Context: an optimization exercise on an open-source flow, tuned for small area. The choices shown serve that exercise and are no tape-out recipe.
Only simulation tests tie the RTL to the original design; equivalence was not proved.
Power is estimated from default activity; no workload was simulated.

==> indigo <==
==> flow/design.v <==
module speck_uart_top_v3 (
    input  wire clk,
    input  wire rst,
    input  wire uart_rxd,
    output wire uart_txd
);
    localparam [3:0] S_CMD   = 4'd0,    
                     S_KEY   = 4'd1,    
                     S_BLK   = 4'd2,    
                     S_FWDW  = 4'd3,    
                     S_FWD   = 4'd4,    
                     S_PREPW = 4'd5,    
                     S_INVA  = 4'd6,    
                     S_INVB  = 4'd7,    
                     S_TX    = 4'd8;    
    reg  [3:0]  st;
    reg  [4:0]  ph;
    reg  [1:0]  sg;
    reg  [4:0]  cnt;       
    reg  [3:0]  bn;        
    reg         rx_busy;
    reg         sp;        
    reg         rb;        
    reg         c0, c1, match;    
    reg         key_ok;
    reg         tx_out;
    reg  [31:0] X, Y, K;
    reg  [95:0] L;
    reg  [7:0]  XS, LS;    
    reg  [3:0]  YS, KS;    
    reg         cd, ck;    
    assign uart_txd = tx_out;
    wire slot_end = (ph == 5'd31);
    wire fwd     = (st == S_FWD);
    wire inva    = (st == S_INVA);
    wire invb    = (st == S_INVB);
    wire invmode = (st == S_PREPW) | inva | invb;
    wire cnt_m1  = (cnt == 5'd31);
    wire cnt_26  = (cnt == 5'd26);
    wire en_df   = fwd & c0;                        
    wire en_kf   = fwd;                             
    wire en_di   = inva & ~c0 & ~cnt_26;            
    wire en_ki   = inva & ~cnt_m1;                  
    wire lo8     = (ph[4:3] == 2'b00);              
    wire late_d  = invb & ~c0 & ~cnt_26 & lo8;
    wire late_k  = invb & ~cnt_m1 & lo8;
    wire ph_hi3  = (ph >= 5'd29);
    wire prep    = ((st == S_PREPW) & (sg == 2'd1) | invb) & ph_hi3;
    wire ph_lt24 = ~(ph[4] & ph[3]);
    reg ib;
    always @(*) begin
        case (ph)
            5'd0:    ib = cnt[0];
            5'd1:    ib = cnt[1];
            5'd2:    ib = cnt[2];
            5'd3:    ib = cnt[3];
            5'd4:    ib = cnt[4];
            default: ib = 1'b0;
        endcase
    end
    wire ynew_i = ph_hi3 ? YS[0] : (Y[3] ^ X[3]);
    wire da     = fwd ? (ph_lt24 ? X[8] : XS[0]) : (X[0] ^ K[0]);
    wire db     = fwd ? Y[0] : ~ynew_i;
    wire dci    = (ph == 5'd0) ? ~fwd : cd;
    wire dsum   = da ^ db ^ dci;
    wire xnew_f = dsum ^ K[0];
    wire ynew_f = YS[1] ^ xnew_f;
    wire knew_i = ph_hi3 ? KS[0] : (K[3] ^ L[3]);
    wire ka     = fwd ? (ph_lt24 ? L[8] : LS[0]) : (L[0] ^ ib);
    wire kb     = fwd ? K[0] : ~knew_i;
    wire kci    = (ph == 5'd0) ? ~fwd : ck;
    wire ksum   = ka ^ kb ^ kci;
    wire lnew_f = ksum ^ ib;
    wire knew_f = KS[1] ^ lnew_f;
    wire rx_win = rx_busy & ~bn[3] & (ph == {cnt[1:0], bn[2:0]});
    wire [1:0] seg  = cnt[3:2] - 2'd1;             
    wire [1:0] dseg = (seg >= sg) ? (seg - sg) : (seg - sg - 2'd1);  
    wire wr_key = rx_win & (st == S_KEY);
    wire wr_blk = rx_win & (st == S_BLK);
    wire wr_K   = wr_key & (cnt[3:2] == 2'd0);
    wire wr_L0  = wr_key & (cnt[3:2] != 2'd0) & (dseg == 2'd0);
    wire wr_L1  = wr_key & (cnt[3:2] != 2'd0) & (dseg == 2'd1);
    wire wr_L2  = wr_key & (cnt[3:2] != 2'd0) & (dseg == 2'd2);
    wire wr_X   = wr_blk & cnt[2];
    wire wr_Y   = wr_blk & ~cnt[2];
    wire xfb = wr_X ? rb :
               en_df ? xnew_f :
               ((en_di & ~lo8) | late_d) ? XS[0] : X[0];
    wire yfb = wr_Y ? rb :
               en_df ? ynew_f :
               en_di ? ynew_i : Y[0];
    wire kfb = wr_K ? rb :
               en_kf ? knew_f :
               en_ki ? knew_i : K[0];
    wire lfb = wr_L0 ? rb :
               en_kf ? lnew_f :
               (en_ki & ~lo8) ? LS[0] : L[0];
    wire l31 = wr_L1 ? rb : L[32];
    wire l63 = wr_L2 ? rb : late_k ? LS[0] : L[64];
    wire xs_in = fwd ? (lo8 ? X[0] : XS[0]) : dsum;
    wire ls_in = fwd ? (lo8 ? L[0] : LS[0]) : ksum;
    wire ys_in = prep ? (Y[3] ^ X[3]) : invmode ? YS[0] : ph_hi3 ? yfb : Y[0];
    wire ks_in = prep ? (K[3] ^ L[3]) : invmode ? KS[0] : ph_hi3 ? kfb : K[0];
    always @(posedge clk) begin
        X  <= {xfb, X[31:1]};
        Y  <= {yfb, Y[31:1]};
        K  <= {kfb, K[31:1]};
        L  <= {lfb, L[95:65], l63, L[63:33], l31, L[31:1]};
        XS <= {xs_in, XS[7:1]};
        LS <= {ls_in, LS[7:1]};
        YS <= {ys_in, YS[3:1]};
        KS <= {ks_in, KS[3:1]};
        cd <= (da & db) | (da & dci) | (db & dci);
        ck <= (ka & kb) | (ka & kci) | (kb & kci);
    end
    wire tapv = cnt[2] ? X[0] : Y[0];
    wire cap  = (st == S_TX) & (ph == {cnt[1:0], bn[2:0]});
    wire rx_open  = (st == S_CMD) | (st == S_KEY) | (st == S_BLK);
    wire rx_start = rx_open & ~rx_busy & ~uart_rxd;
    wire smp      = rx_busy & (ph[3:0] == 4'd0) & (ph[4] == sp);
    wire smp_stop = smp & (bn == 4'd7);
    reg exp_bit;
    always @(*) begin
        case (bn[2:0])
            3'd1:    exp_bit = ~c1;
            3'd2:    exp_bit = c0 & c1;
            3'd3:    exp_bit = ~c0 & c1;
            3'd5:    exp_bit = 1'b1;
            default: exp_bit = 1'b0;
        endcase
    end
    wire tx_last = (st == S_TX) & slot_end & (bn == 4'd9) & (cnt[2:0] == 3'd7);
    wire inv_end = invb & slot_end & cnt_m1;
    always @(posedge clk or posedge rst) begin
        if (rst) begin
            st      <= S_CMD;
            ph      <= 5'd0;
            sg      <= 2'd0;
            rx_busy <= 1'b0;
            key_ok  <= 1'b0;
            tx_out  <= 1'b1;
        end else begin
            ph <= ph + 5'd1;
            if (slot_end)
                sg <= (sg == 2'd2) ? 2'd0 : sg + 2'd1;
            if (rx_start) rx_busy <= 1'b1;
            if (smp_stop) rx_busy <= 1'b0;
            if (smp_stop) begin
                case (st)
                    S_CMD: if (match) begin
                        if (c0 & c1)
                            st <= S_KEY;
                        else if (~c1 & key_ok)
                            st <= S_BLK;
                        else if (~c0 & c1)
                            key_ok <= 1'b0;
                    end
                    S_KEY: if (cnt[3:0] == 4'd15) begin
                        st     <= S_CMD;
                        key_ok <= 1'b1;
                    end
                    default: if (cnt[2:0] == 3'd7) st <= S_FWDW;
                endcase
            end
            if (slot_end) begin
                case (st)
                    S_FWDW:  if (sg == 2'd2) st <= S_FWD;
                    S_FWD:   if (cnt_26) st <= S_PREPW;
                    S_PREPW: if (sg == 2'd1) st <= S_INVA;
                    S_INVA:  st <= S_INVB;
                    S_INVB:  st <= cnt_m1 ? S_TX : S_INVA;
                    S_TX:    if (tx_last) st <= S_CMD;
                    default: ;
                endcase
            end
            if (inv_end)
                tx_out <= 1'b0;
            else if ((st == S_TX) & slot_end)
                tx_out <= (bn == 4'd9) ? tx_last : (bn == 4'd8) ? 1'b1 : (cap ? tapv : rb);
        end
    end
    always @(posedge clk) begin
        if (rx_start) begin
            sp <= ~(ph[4] ^ ph[3]);
            bn <= 4'd14;
        end else if (smp) begin
            bn <= bn + 4'd1;
        end else if (inv_end) begin
            bn <= 4'd0;
        end else if ((st == S_TX) & slot_end) begin
            bn <= (bn == 4'd9) ? 4'd0 : bn + 4'd1;
        end
        if (smp)
            rb <= uart_rxd;
        else if (cap)
            rb <= tapv;
        if (smp & (st == S_CMD)) begin
            if (bn == 4'd15) begin
                c0    <= uart_rxd;
                match <= 1'b1;
            end else if (bn == 4'd0) begin
                c1    <= uart_rxd;
            end else if (~bn[3] & (bn[2:0] != 3'd7)) begin
                if (uart_rxd != exp_bit) match <= 1'b0;
            end
        end
        if (smp_stop)
            cnt <= (st == S_CMD) ? 5'd0 : cnt + 5'd1;
        else if (slot_end) begin
            if ((st == S_FWDW) | inv_end)
                cnt <= 5'd0;
            else if (fwd & ~cnt_26)
                cnt <= cnt + 5'd1;
            else if (invb & ~cnt_m1)
                cnt <= cnt - 5'd1;
            else if ((st == S_TX) & (bn == 4'd9))
                cnt <= cnt + 5'd1;
        end
    end
endmodule
==> flow/flow/run.sh <==
#!/bin/bash
set -euo pipefail
export CTS_ARGS="-sink_clustering_enable -repair_clock_nets -dont_use_dummy_load -buf_list sky130_fd_sc_hd__clkbuf_4 -sink_clustering_size 10 -sink_clustering_max_diameter 40"
bash standard.sh > flow.log 2>&1
==> flow/standard.sh <==
#!/bin/bash
# synth_recipe.tcl (not shown) runs the flow's synth.tcl, then flattens the netlist and writes it again
# the make line also repeats each setting of config.mk as NAME=value (left out here)
make -C /OpenROAD-flow-scripts/flow DESIGN_CONFIG=/design/flow/config.mk WORK_HOME=/design/flow/orfs CLKGATE_MAP_FILE= SYNTH_SCRIPT=/design/flow/synth_recipe.tcl "${@:-finish}"
==> flow/config.mk <==
export PLATFORM = sky130hd
export DESIGN_NAME = speck_uart_top_v3
export DESIGN_NICKNAME = speck_uart_top_v3
export VERILOG_FILES = /design/flow/design.v
export SDC_FILE = /design/flow/constraint.sdc
export NUM_CORES = 4
export LEC_CHECK = 0
export CAP_MARGIN = 20
export CORE_MARGIN = 2
export CORE_UTILIZATION = 40
export SLEW_MARGIN = 20
==> flow/constraint.sdc <==
create_clock -name core_clock -period 10.0 [get_ports {clk}]
set_input_delay 2.0000 -clock core_clock [delete_from_list [all_inputs] [get_ports {clk}]]
set_output_delay 2.0000 -clock core_clock [all_outputs]
set_load 0.01 [all_outputs]
==> inputs of delta, as changes to indigo <==
==> flow/run.sh (new file) <==
#!/bin/bash
# synth_recipe.tcl (not shown) runs the flow's synth.tcl, then flattens the netlist and writes it again
# the make line also repeats each setting of config.mk as NAME=value (left out here)
make -C /OpenROAD-flow-scripts/flow DESIGN_CONFIG=/design/flow/config.mk WORK_HOME=/design/flow/orfs CLKGATE_MAP_FILE= SYNTH_SCRIPT=/design/flow/synth_recipe.tcl finish
removed: flow/flow/run.sh
removed: flow/standard.sh
==> inputs of yarrow, as changes to indigo <==
==> flow/run.sh (new file) <==
#!/bin/bash
# synth_recipe.tcl (not shown) runs the flow's synth.tcl, then flattens the netlist and writes it again
# the make line also repeats each setting of config.mk as NAME=value (left out here)
make -C /OpenROAD-flow-scripts/flow DESIGN_CONFIG=/design/flow/config.mk WORK_HOME=/design/flow/orfs CLKGATE_MAP_FILE= SYNTH_SCRIPT=/design/flow/synth_recipe.tcl finish
CORE_UTILIZATION = 60   (was 40)
CTS_BUF_LIST = sky130_fd_sc_hd__clkbuf_16   (was not set)
CTS_CLUSTER_DIAMETER = 60   (was not set)
CTS_CLUSTER_SIZE = 36   (was not set)
removed: flow/flow/run.sh
removed: flow/standard.sh
==> summary.txt <==
quantity	yarrow	delta	indigo
Result of the run	timing/DRC/antenna clean	timing/DRC/antenna clean	timing/DRC/antenna clean
Total Nets Final	598	606	614
Final setup margin	6474 ps	6415 ps	6313 ps
Arrival time reported for the critical path endpoint	1530 ps	1590 ps	1690 ps
Design Power	1.761 mW	1.983 mW	1.523 mW
Internal reg-to-reg setup slack	6780 ps	6550 ps	6560 ps
Maximum number of pins on one net before global-route repair	37	25	25
Clock latency of the later-clocked register in the worst-skew pair	490 ps	520 ps	650 ps
Number of cells in the design after placement	700	781	781
Via count of the routed design	3832	3943	3909
First-pass GRT wire length	19060 um	20070 um	19860 um
Average wire per cell in the routed design	15.85 um	14.43 um	14.20 um
Clock root buffer	clkbuf_16	clkbuf_16	clkbuf_4
Die ar.	12920 sq um	19140 sq um	19140 sq um
Pre-antenna DRT Iters	4	4	5
Clock-cell share	6.747%	9.564%	3.028%
Via-to-Cell Ratio	5.307	4.803	4.814

## port drivers added, routing unchanged
The flow's constraints put no driver on any port. The routed layouts listed below were extracted and timed again, unchanged, in two steps.
Step 1 sets driving cells, clkbuf_16 on the clock port and buf_2 on the other inputs (assumed; they add their load-dependent delay and slew).
Step 2 times the ports against the registers' clock, not the clock port: input delays grow and output delays shrink by t, the midpoint of the rising clock arrivals with the driver on.
a / b / c = no drivers / after step 1 / after step 2; a / b = the first two.
run | shift t [ns] | slack for setup (ns) | latest minus earliest clock arrival (ns)
indigo | 0.645 | 6.313 / 6.282 / 6.101 | 0.067 / 0.067
delta | 0.551 | 6.415 / 6.374 / 6.129 | 0.012 / 0.012
yarrow | 0.515 | 6.474 / 6.434 / 6.197 | 0.044 / 0.044
After both steps every run listed still meets setup and hold. The setup slack of delta, which loses most, moves by -0.041 ns with the drivers and by -0.286 ns with both steps.
